This design comes from an exercise in tuning for small area and a short achievable clock period on the open sky130 flow, not from production work.
Function was checked by simulation only, so behaviour that the tests miss may differ from the original.
Power and IR drop assume default switching activity.

File: flow/run.sh
#!/bin/bash
# synth_recipe.tcl (not shown) runs the flow's synth.tcl, then flattens the netlist and writes it again
# the make line also repeats each setting of config.mk as NAME=value (left out here)
make -C /OpenROAD-flow-scripts/flow DESIGN_CONFIG=/design/flow/config.mk WORK_HOME=/design/flow/orfs CLKGATE_MAP_FILE= SYNTH_SCRIPT=/design/flow/synth_recipe.tcl finish
File: flow/config.mk
export PLATFORM = sky130hd
export DESIGN_NAME = arctos32_top
export DESIGN_NICKNAME = arctos32_top
export VERILOG_FILES = /design/flow/design.v
export SDC_FILE = /design/flow/constraint.sdc
export NUM_CORES = 8
export LEC_CHECK = 0
export CAP_MARGIN = 20
export CORE_MARGIN = 2
export CORE_UTILIZATION = 40
export SLEW_MARGIN = 20
File: flow/constraint.sdc
create_clock -name core_clock -period 25.0 [get_ports {clock}]
set_input_delay 5.0000 -clock core_clock [delete_from_list [all_inputs] [get_ports {clock}]]
set_output_delay 5.0000 -clock core_clock [all_outputs]
set_load 0.01 [all_outputs]
File: flow/design.v
module ALU(
    input [3:0] alu_opcode, 
    input [31:0] A_data_in, 
    input [31:0] B_data_in, 
    input alu_src_sel,
    input [31:0] shift_amt,
    input [31:0] alu_immediate_in,
    output reg z_flag, 
    output reg carry_flag,  
    output reg [63:0] data_out 
    );
parameter ADD  =  4'b0000,
          SUB  =  4'b0001,
          MUL  =  4'b0010,
          AND  =  4'b0011,
          OR   =  4'b0100,
          NOT  =  4'b0101,
          NOR  =  4'b0110,
          NAND =  4'b0111,
          XOR  =  4'b1000,
          XNOR =  4'b1001,
          INC  =  4'b1010,
          DEC  =  4'b1011,
          SHL  =  4'b1100,
          SHR  =  4'b1101;
always@(*)   
begin
    case(alu_opcode)
        ADD     :     begin if(alu_src_sel == 1'b0)
                            data_out = A_data_in + B_data_in;
                      else data_out = A_data_in + alu_immediate_in;
                      end
        SUB     :     begin if(alu_src_sel == 1'b0)
                            data_out = (A_data_in - B_data_in);
                      else data_out = A_data_in - alu_immediate_in;
                      end
        MUL     :     begin if(alu_src_sel == 1'b0)
                            data_out = A_data_in * B_data_in;
                      else data_out = A_data_in * alu_immediate_in;
                      end
        AND     :     begin if(alu_src_sel == 1'b0)
                            data_out = A_data_in & B_data_in;
                      else data_out = A_data_in & alu_immediate_in;
                      end
        OR      :     begin if(alu_src_sel == 1'b0)
                            data_out = A_data_in | B_data_in;
                      else data_out = A_data_in | alu_immediate_in;
                      end
        NOT     :        data_out = {32'd0,~A_data_in};
        NOR     :     begin if(alu_src_sel == 1'b0)
                            data_out = {32'd0,~(A_data_in | B_data_in)};
                      else data_out = {32'd0,~(A_data_in | alu_immediate_in)};
                      end
        NAND    :     begin if(alu_src_sel == 1'b0)
                            data_out = {32'd0,~(A_data_in & B_data_in)};
                      else data_out = {32'd0,~(A_data_in & alu_immediate_in)};
                      end
        XOR     :     begin if(alu_src_sel == 1'b0)
                            data_out = (A_data_in ^ B_data_in);
                      else data_out = (A_data_in ^ alu_immediate_in);
                      end
        XNOR    :     begin if(alu_src_sel == 1'b0)
                            data_out = {32'd0,~(A_data_in ^ B_data_in)};
                      else data_out = {32'd0,~(A_data_in ^ alu_immediate_in)};
                      end
        SHL     :     data_out = A_data_in << shift_amt;
        SHR     :     data_out = A_data_in >> shift_amt;
        INC     :     data_out = A_data_in + 1;
        DEC     :     data_out = A_data_in - 1;
                default : data_out = 64'b0;
    endcase
end            
  always@(*) z_flag = (data_out == 64'd0) ? 1'b1 : 1'b0;
  always@(*)
  begin
     carry_flag = 1'b0;
  if(alu_opcode == ADD)
     carry_flag = (data_out[32] == 1'b1) ? 1'b1 : 1'b0;
  else if(alu_opcode == SUB)
     carry_flag = (A_data_in >= B_data_in) ? 1'b1 : 1'b0;
  end
endmodule   
module if_id_reg(
    input reset,
    input [31:0] inst_in,
    output reg [31:0] inst_out
);
always@(*)
begin
    if(!reset)
        inst_out = 32'd0;
    else inst_out = inst_in;
end
endmodule
module flash_memory (
    input [26:0] pc_addr,
    input read,
    input clock,
    input reset,
    input [31:0] imem_rdata,
    output [26:0] imem_addr,
    output imem_en,
    output reg [31:0] inst_out
    );
assign imem_addr = pc_addr;
assign imem_en   = read;
always@(posedge clock or negedge reset)
begin
    if(!reset)
        inst_out <= 32'd0;
    else if(read)
         inst_out <= imem_rdata;
end
endmodule
module instr_decoder(
    input reset,
    input [31:0] instr,
    output [2:0] opcode,
    output reg [31:0] imm_value,
    output reg [4:0] rd_sel,
    output reg [4:0] rs1_sel,
    output reg [4:0] rs2_sel,
    output reg [3:0] alu_func, 
    output reg [31:0] alu_imm,
    output reg mem_rw,
    output reg [22:0] mem_addr,    
    output reg [1:0] branch_type,
    output reg [26:0] inst_addr
);
localparam [2:0] RR = 3'b000;
localparam [2:0] IMM = 3'b001;
localparam [2:0] LOADIMM = 3'b010;
localparam [2:0] MEM = 3'b011;
localparam [2:0] BRANCH = 3'b100;
assign opcode = instr[31:29];
always@(*)
begin
    if(!reset)
    begin
        alu_func    = 4'd0;
        rd_sel      = 5'd0;
        rs1_sel     = 5'd0;
        rs2_sel     = 5'd0;
        alu_imm     = 32'd0;
        mem_rw      = 1'b0;
        mem_addr    = 23'd0;
        branch_type = 2'd0;
        inst_addr   = 27'd0;
        imm_value   = 32'd0;
    end
    else
    begin
        alu_func    = 4'd0;
        rd_sel      = 5'd0;
        rs1_sel     = 5'd0;
        rs2_sel     = 5'd0;
        alu_imm     = 32'd0;
        mem_rw      = 1'b0;
        mem_addr    = 23'd0;
        branch_type = 2'd0;
        inst_addr   = 27'd0;
        imm_value   = 32'd0;
        case (opcode)
        RR           :       begin
                                alu_func = instr[28:25];
                                rd_sel = instr[24:20];
                                rs1_sel = instr[19:15];
                                rs2_sel = instr[14:10];
                             end
        IMM          :       begin
                                alu_func = instr[28:25];
                                rd_sel = instr[24:20];
                                rs1_sel = instr[19:15];
                                alu_imm[14:0] = instr[14:0];
                                    if(instr[14])
                                        alu_imm[31:15] = 17'b11111111111111111;
                                    else alu_imm[31:15] = 17'd0;
                             end
        LOADIMM      :       begin
                                rd_sel = instr[28:24];                                
                                imm_value[23:0] = instr[23:0]; 
                                if(instr[23])
                                    imm_value[31:24] = 8'b11111111;
                                else imm_value[31:24] = 8'd0;           
                             end 
        MEM          :       begin
                                mem_rw = instr[28];
                                if(instr[28])
                                    rs1_sel = instr[27:23];
                                else rd_sel = instr[27:23];
                                mem_addr = instr[22:0];
                             end
        BRANCH       :       begin
                                branch_type = instr[28:27];
                                inst_addr = instr[26:0];
                             end
        endcase
    end
end
endmodule
module control_unit(
    input reset,
    input [2:0] opcode,
    input z_flag, 
    input carry_flag,
    input [1:0] branch_type,
    input mem_rw,
    output reg pc_load,
    output reg pc_inc,
    output reg alu_src_sel,
    output reg reg_write,
    output reg flash_read,
    output reg wr_en_A,
    output reg wr_en_B,
    output reg mem_rw_out,
    output reg [2:0] reg_src_sel
);
    localparam RR       = 3'd0;
    localparam IMM      = 3'd1;
    localparam LOADIMM  = 3'd2;
    localparam MEM      = 3'd3;
    localparam BRANCH   = 3'd4;
    localparam UNB      = 2'd0;
    localparam BIZ      = 2'd1;
    localparam BINZ     = 2'd2;
    localparam BIC      = 2'd3;
always@(*)
begin
    if(!reset)
    begin
            pc_load     = 1'b0;
            pc_inc      = 1'b0;
            alu_src_sel = 1'b0;
            reg_src_sel = 3'd0;
            reg_write   = 1'b0;
            flash_read  = 1'b0;
            wr_en_A     = 1'b0;
            wr_en_B     = 1'b0;
            mem_rw_out  = 1'b0;
    end
    else begin
            pc_load     = 1'b0;
            pc_inc      = 1'b0;
            alu_src_sel = 1'b0;
            reg_src_sel = 3'd0;
            reg_write   = 1'b0;
            flash_read  = 1'b0;
            wr_en_A     = 1'b0;
            wr_en_B     = 1'b0;
            mem_rw_out  = 1'b0;
        case(opcode)
                RR          :       begin
                                        alu_src_sel = 1'b0;
                                        reg_src_sel = 3'd0;
                                        flash_read  = 1'b1;
                                        pc_inc      = 1'b1;
                                        reg_write   = 1'b1;                                        
                                    end
                IMM         :       begin
                                        alu_src_sel = 1'b1;
                                        reg_src_sel = 3'b0;
                                        flash_read  = 1'b1;
                                        pc_inc      = 1'b1;
                                        reg_write   = 1'b1;                    
                                    end 
                LOADIMM     :       begin
                                        reg_write   = 1'b1;
                                        reg_src_sel = 3'd2;
                                        pc_inc      = 1'b1;
                                        flash_read  = 1'b1;                    
                                    end
                MEM         :       begin
                                        mem_rw_out = mem_rw;
                                        if(mem_rw)                                       
                                            reg_write = 1'b0;
                                        else 
                                        begin
                                            reg_src_sel = 3'd1;                                       
                                            reg_write = 1'b1;
                                        end
                                        flash_read  = 1'b1;
                                        pc_inc      = 1'b1;
                                    end
                BRANCH      :       begin
                                        case(branch_type)
                                            UNB     :   pc_load = 1'b1;
                                            BIZ     :   pc_load = z_flag;
                                            BINZ    :   pc_load = ~z_flag;
                                            BIC     :   pc_load = carry_flag;
                                                default : pc_load = 1'b0;
                                        endcase
                                        pc_inc = ~pc_load;
                                        flash_read = 1'b1;
                                    end
        endcase
    end
end
endmodule
module program_counter(
    input clock,
    input reset,
    input pc_load,
    input [26:0] pc_addr_in,
    input pc_inc,
    output reg [26:0] pc_addr_out
    );
always@(posedge clock or negedge reset)
begin
    if(!reset)
        pc_addr_out <= 27'd0;
    else if(pc_load)
        pc_addr_out <= pc_addr_in;
    else if(pc_inc)
        pc_addr_out <= pc_addr_out + 1'b1;
end
endmodule
module control_path(
    input reset,
    input clock,
    input z_flag,
    input carry_flag,
    input [31:0] imem_rdata,
    output [26:0] imem_addr,
    output imem_en,
    output mem_rw,
    output alu_src_sel,
    output reg_write,
    output [31:0] imm_value,
    output [4:0] rd_sel,
    output [4:0] rs1_sel,
    output [4:0] rs2_sel,
    output [3:0] alu_func,
    output [31:0] alu_imm,
    output [22:0] mem_addr,
    output [2:0] reg_src_sel
);
wire [31:0] inst_fm_id_in, inst_ifid_id;
wire [2:0] opcode_w;
wire [1:0] branch_type_w;
wire mem_rw_w, pc_load_w, pc_inc_w, flash_read_w;
wire [26:0] inst_addr_w, pc_addr_out_w;
flash_memory FM (.clock(clock), .pc_addr(pc_addr_out_w), .read(flash_read_w), .reset(reset), .imem_rdata(imem_rdata),
                  .imem_addr(imem_addr), .imem_en(imem_en), .inst_out(inst_fm_id_in));
if_id_reg IFIDreg (.reset(reset), .inst_in(inst_fm_id_in), .inst_out(inst_ifid_id));
instr_decoder ID (.reset(reset), .instr(inst_ifid_id), .opcode(opcode_w), .mem_rw(mem_rw_w),
                  .branch_type(branch_type_w), .inst_addr(inst_addr_w), .imm_value(imm_value),
                  .rs1_sel(rs1_sel), .rs2_sel(rs2_sel), .rd_sel(rd_sel), .mem_addr(mem_addr),
                  .alu_func(alu_func), .alu_imm(alu_imm));
control_unit CU (.reset(reset), .opcode(opcode_w), .mem_rw(mem_rw_w), .branch_type(branch_type_w), .z_flag(z_flag), .carry_flag(carry_flag),
                 .pc_load(pc_load_w), .pc_inc(pc_inc_w), .alu_src_sel(alu_src_sel), .reg_write(reg_write), .flash_read(flash_read_w), .wr_en_A(), .wr_en_B(),
                 .mem_rw_out(mem_rw), .reg_src_sel(reg_src_sel));
program_counter PC (.clock(clock), .reset(reset), .pc_addr_in(inst_addr_w), .pc_inc(pc_inc_w), .pc_load(pc_load_w), .pc_addr_out(pc_addr_out_w));
endmodule
module register_bank(
    input clock, 
    input reset, 
    input reg_write, 
    input [4:0] rd_sel,
    input [4:0] rs1_sel, 
    input [4:0] rs2_sel, 
    input [31:0] write_data, 
    output [31:0] rs1_data,
    output [31:0] rs2_data  
    );
    reg [31:0] buffer [0:31];
    integer i;
    always@(posedge clock or negedge reset)
    begin
        if(!reset)
        begin
            for (i = 0; i < 32; i = i + 1) begin
                buffer[i] <= 32'd0;
            end
        end
   else if(reg_write)
        begin
            if(rd_sel)
                buffer[rd_sel] <= write_data;         
        end
    end
    assign rs1_data = buffer[rs1_sel];
    assign rs2_data = buffer[rs2_sel];  
endmodule
module write_back_mux(
    input [31:0] alu_data_in,
    input [31:0] mem_data_in,
    input [31:0] imm_data_in,
    input [2:0] reg_src_sel,
    output reg [31:0] write_data
    );
    always@(*)
    begin
        case(reg_src_sel)
            3'b000 :  write_data = alu_data_in;
            3'b001 :  write_data = mem_data_in;
            3'b010 :  write_data = imm_data_in;
                default : write_data = 32'd0;    
        endcase
    end
endmodule
module arctos32_top (
    input         clock,
    input         reset,
    output [26:0] imem_addr,
    output        imem_en,
    input  [31:0] imem_rdata,
    output [22:0] dmem_addr,
    output [31:0] dmem_wdata,
    output        dmem_we,
    output        dmem_re,
    input  [31:0] dmem_rdata
);
wire        z_w, carry_w;
reg         z_flag_q, carry_flag_q;
wire        mem_rw_w, alu_src_sel_w, reg_write_w;
wire [31:0] imm_value_w, alu_imm_w;
wire [4:0]  rd_sel_w, rs1_sel_w, rs2_sel_w;
wire [3:0]  alu_func_w;
wire [22:0] mem_addr_w;
wire [2:0]  reg_src_sel_w;
wire [31:0] rs1_data_w, rs2_data_w, write_data_w;
wire [63:0] alu_out_w;
wire [31:0] shift_amt_w;
control_path CP (.reset(reset), .clock(clock), .z_flag(z_flag_q), .carry_flag(carry_flag_q),
                 .imem_rdata(imem_rdata), .imem_addr(imem_addr), .imem_en(imem_en),
                 .mem_rw(mem_rw_w), .alu_src_sel(alu_src_sel_w), .reg_write(reg_write_w),
                 .imm_value(imm_value_w), .rd_sel(rd_sel_w), .rs1_sel(rs1_sel_w), .rs2_sel(rs2_sel_w),
                 .alu_func(alu_func_w), .alu_imm(alu_imm_w), .mem_addr(mem_addr_w), .reg_src_sel(reg_src_sel_w));
register_bank RB (.clock(clock), .reset(reset), .reg_write(reg_write_w), .rd_sel(rd_sel_w),
                  .rs1_sel(rs1_sel_w), .rs2_sel(rs2_sel_w), .write_data(write_data_w),
                  .rs1_data(rs1_data_w), .rs2_data(rs2_data_w));
assign shift_amt_w = alu_src_sel_w ? alu_imm_w : rs2_data_w;
ALU ALU0 (.alu_opcode(alu_func_w), .A_data_in(rs1_data_w), .B_data_in(rs2_data_w), .alu_src_sel(alu_src_sel_w),
          .shift_amt(shift_amt_w), .alu_immediate_in(alu_imm_w), .z_flag(z_w), .carry_flag(carry_w),
          .data_out(alu_out_w));
write_back_mux WB (.alu_data_in(alu_out_w[31:0]), .mem_data_in(dmem_rdata), .imm_data_in(imm_value_w),
                   .reg_src_sel(reg_src_sel_w), .write_data(write_data_w));
always@(posedge clock or negedge reset)
begin
    if(!reset)
    begin
        z_flag_q     <= 1'b0;
        carry_flag_q <= 1'b0;
    end
    else if(reg_write_w && (reg_src_sel_w == 3'd0))
    begin
        z_flag_q     <= z_w;
        carry_flag_q <= carry_w;
    end
end
assign dmem_addr  = mem_addr_w;
assign dmem_wdata = rs1_data_w;
assign dmem_we    = mem_rw_w;
assign dmem_re    = reg_write_w && (reg_src_sel_w == 3'd1);
endmodule
==> summary.txt <==
Route
  • Total number of vias: 131801
  • Vias/cell: 6.76
  • Final ANT Viol Nets: 0
  • WL/cell: ~42 um
  • Detailed Routing Iterations Pass 1: 9
  • DRT iter0 DRCs: 18987
  • DRC viols: 0
  • Post-Route WL: around 810000 um

Timing
  • Final worst setup slack: roughly 3600 ps
  • Final period util: 0.855
  • Crit path time final: between 20000 and 25000 ps
  • # setup viols final: 0
  • Hold Vio Cnt, Final: 0
  • Clk_skew: 53.6 ps
  • Fin Setup TNS: 0 ps
  • Rel. slew slack: 0.0804
  • Fin Hold WS: 396 ps
  • Highest Clock Rate: 0.0468 GHz
  • Pins over their slew limit: 0
  • Worst slew pin tran: 1370 ps
  • RSZ-0062 raised after global routing: no

Floorplanning
  • Die area: 0.327 sq mm
  • Core area: 0.321 sq mm
  • Site Rows: ~210
  • Initial Util: 0.402
  • IO Count: 151
  • Chip height: 572 um
  • Die W: 572 um

Clock network
  • Cts hold-fix bufs: 0
  • # H-tree levels: 3
  • Post-CTS setup buffer count: 0
  • Worst-Skew Late Latency: 830 ps
  • CTS Buf Count: 112
  • CTS Sinks: ~1100
  • CTS tree: done
  • CTS max path bufs: 3
  • # resized after CTS: 0
  • Clock transition at path regs: 70 ps
  • Root Buffer: clkbuf_16

Power and ir drop
  • PD cells: ~120 mW/mm^2
  • Lkg Pwr: 60.2 nW
  • VDD IR max: 0.127 mV
  • Power Total: 16.4 mW

Global route
  • First-pass GRT wire length: 1100000 um
  • Initial antenna violation count: 114
  • Grt ovf: 0
  • Total global-route track usage: 0.492
  • Pin count of the biggest net entering global routing: 140
  • Vias in the first global route: 127194

Synthesis
  • Synth area leaders: fa_1 (24%), dfrtp_1 (21%), ha_1 (7.4%)
  • Commonest register cell after synthesis: dfrtp_1
  • Post-synth EDFFs: 0
  • Count leader, synth: nor2_1
  • Flops & latches, synth: around 1100
  • Synth area leader: fa_1
  • Cells after Synth: approximately 15000
  • Avg Inst Size Synth: 8.42 sq um
  • Area of the mapped netlist: 0.129 sq mm
  • Synth Warn #: 10
  • Syn_nets: roughly 18000
  • Synth cell types: 110
  • Synth top cells by count: nor2_1 (1809), nand2_1 (1808), inv_1 (1595)
  • Share of the synthesized area in the top cell type: 0.242
  • Sequential area share after synthesis: 0.211
  • Async set or reset register ratio after synthesis: 1.00

Placed design
  • Worst slack, placed: 3310 ps
  • Post-DP HPWL: 587000 um
  • GPL Wtd Cong: 1.09
  • Placed Area: between 0.1 and 0.15 sq mm
  • I/O Buffers: 150

Critical path
  • Crit path largest cell delay: 990 ps
  • Worst Setup Start Kind: primary input
  • Crit path max fanout: 76
  • Worst Path Required: 25730 ps
  • Worst setup EP type: register
  • Slowest stage cell, crit path: o21ai_1
  • Arr. time, crit path: 22110 ps
  • WS Path Type: in -> reg

Hold path
  • Min-Delay Path Class: reg -> reg

Layout
  • Layout cells sized above 1: 0.0803
  • Post-route cell area: 0.142 sq mm
  • Area delta synth->final: 9.92%
  • Fin nets: 17367

Job
  • # Max-Cap Violations: 0

Outcome
  • Status: no timing/DRC/antenna violations
==> registers in the layout, summed over array words and instances, names as in the netlist <==
register,flops
z_flag_q,1
carry_flag_q,1
CP.PC.pc_addr_out,27
CP.FM.inst_out,32
RB.buffer,1024
==> final timing paths <==
| kind | start | endpoint | slack (ps) | cells after the start |
|---|---|---|---|---|
| min reg2reg | RB.buffer[0][13] | RB.buffer[0][13] | 400 | 0 |
| min in group asynchronous | reset | RB.buffer[15][16] | 4080 | 1 |
| max reg2reg | CP.FM.inst_out[14] | z_flag_q | 7630 | 45 |
| min | RB.buffer[0][13] | RB.buffer[0][13] | 400 | 0 |
| max | reset | z_flag_q | 3620 | 47 |
| max in group asynchronous | reset | RB.buffer[6][25] | 18290 | 4 |
==> metal layers <==
metal	GRT usage	up-vias	part of all wire
li1	-	51036	-
met1	0.551	65663	0.34
met2	0.709	10947	0.41
met3	0.180	4101	0.12
met4	0.495	54	0.12
met5	0.00926	-	0.00070
==> worst max-delay path, delay by kind of cell <==
family | cells | cell delay (ps)
buffers and inverters | 13 | 3700
XOR/XNOR | 1 | 290
AND/OR/NAND/NOR | 8 | 2570
AO/OA/AOI/OAI | 16 | 6120
adder cells (fa/ha/maj) | 9 | 3950
==> report_power, final <==
group	internal [mW]	leakage, nW	switching, mW
Combinational	2.97	43.5	9.02
Sequential	2.07	14.8	0.457
Clock	1.04	1.91	0.843
Total	6.08	60.2	10.3
==> cell families after synthesis <==
kind of cell,count (synthesis),share of synthesized area
fa+ha+maj,2324,0.316
compound gates,3557,0.177
mux,354,0.0282
flops,1085,0.211
xor+xnor,225,0.0153
buf+inv,2832,0.0861
simple gates,4934,0.167
==> cells in the final DEF, fill, tap and decap left out, types with 67 or more instances in the layout <==
cell             instances
nand2_1               1785
clkdlybuf4s50_1        149
and3_1                 129
fa_1                  1557
a21o_1                  99
o211ai_1                73
o22ai_1                 83
a211oi_1                85
buf_4                  583
a22o_1                 150
a22oi_1                268
nand4_1                175
mux2i_1                280
ha_1                   765
xnor2_1                155
nand3_1                377
o21ai_0                869
clkbuf_16              115
dfrtp_1               1080
nor3_1                 178
mux2_2                  67
a32oi_1                 67
nor2_1                1769
inv_1                 1586
diode_2                119
a31oi_1                 99
a221oi_1                70
xor2_1                  70
a21oi_1               1008
==> through the flow <==
| stage | instances | util |
|---|---|---|
| finish | 19497 | 0.442 |
| global route | 19392 | 0.441 |
| CTS | 19374 | 0.440 |
| detailed placement | 19166 | 0.428 |
| global placement | 19164 | 0.428 |
| floorplan | 15311 | - |
==> layout make-up <==
type | instances | area [sq um]
Sequential cell | 1085 | 27200
Tap cell | 4305 | 5390
Fill cell | 32295 | 179000
Multi-Input combinational cell | 11394 | 92600
Inverter | 1636 | 6140
Clock inverter | 58 | 694
Clock buffer | 150 | 3220
Timing Repair Buffer | 750 | 6220
Antenna cell | 119 | 298

## port drivers added, routing unchanged
The flow's constraints put no driver on any port. The routed layout listed below was extracted and timed again, unchanged, in two steps. Step 1: set_driving_cell puts a clkbuf_16 on clock and a buf_2 on each other input, an assumption about the parent block. Step 2 times the ports against the registers' clock, not the clock port: input delays grow and output delays shrink by t, the midpoint of the rising clock arrivals with the driver on. Slacks: ideal / step 1 / step 2; pairs: ideal / step 1.
shift t [ns]: 0.863
setup slack, ns: 3.616 / 3.614 / 2.751
worst setup path after step 2: input to register
worst slew at a driven data input, ns: 0.19
pins driven straight from the clock port: 1
After both steps this run still meets setup and hold. For this run, drivers alone change the setup slack by -0.002 ns; drivers and shift together by -0.865 ns.
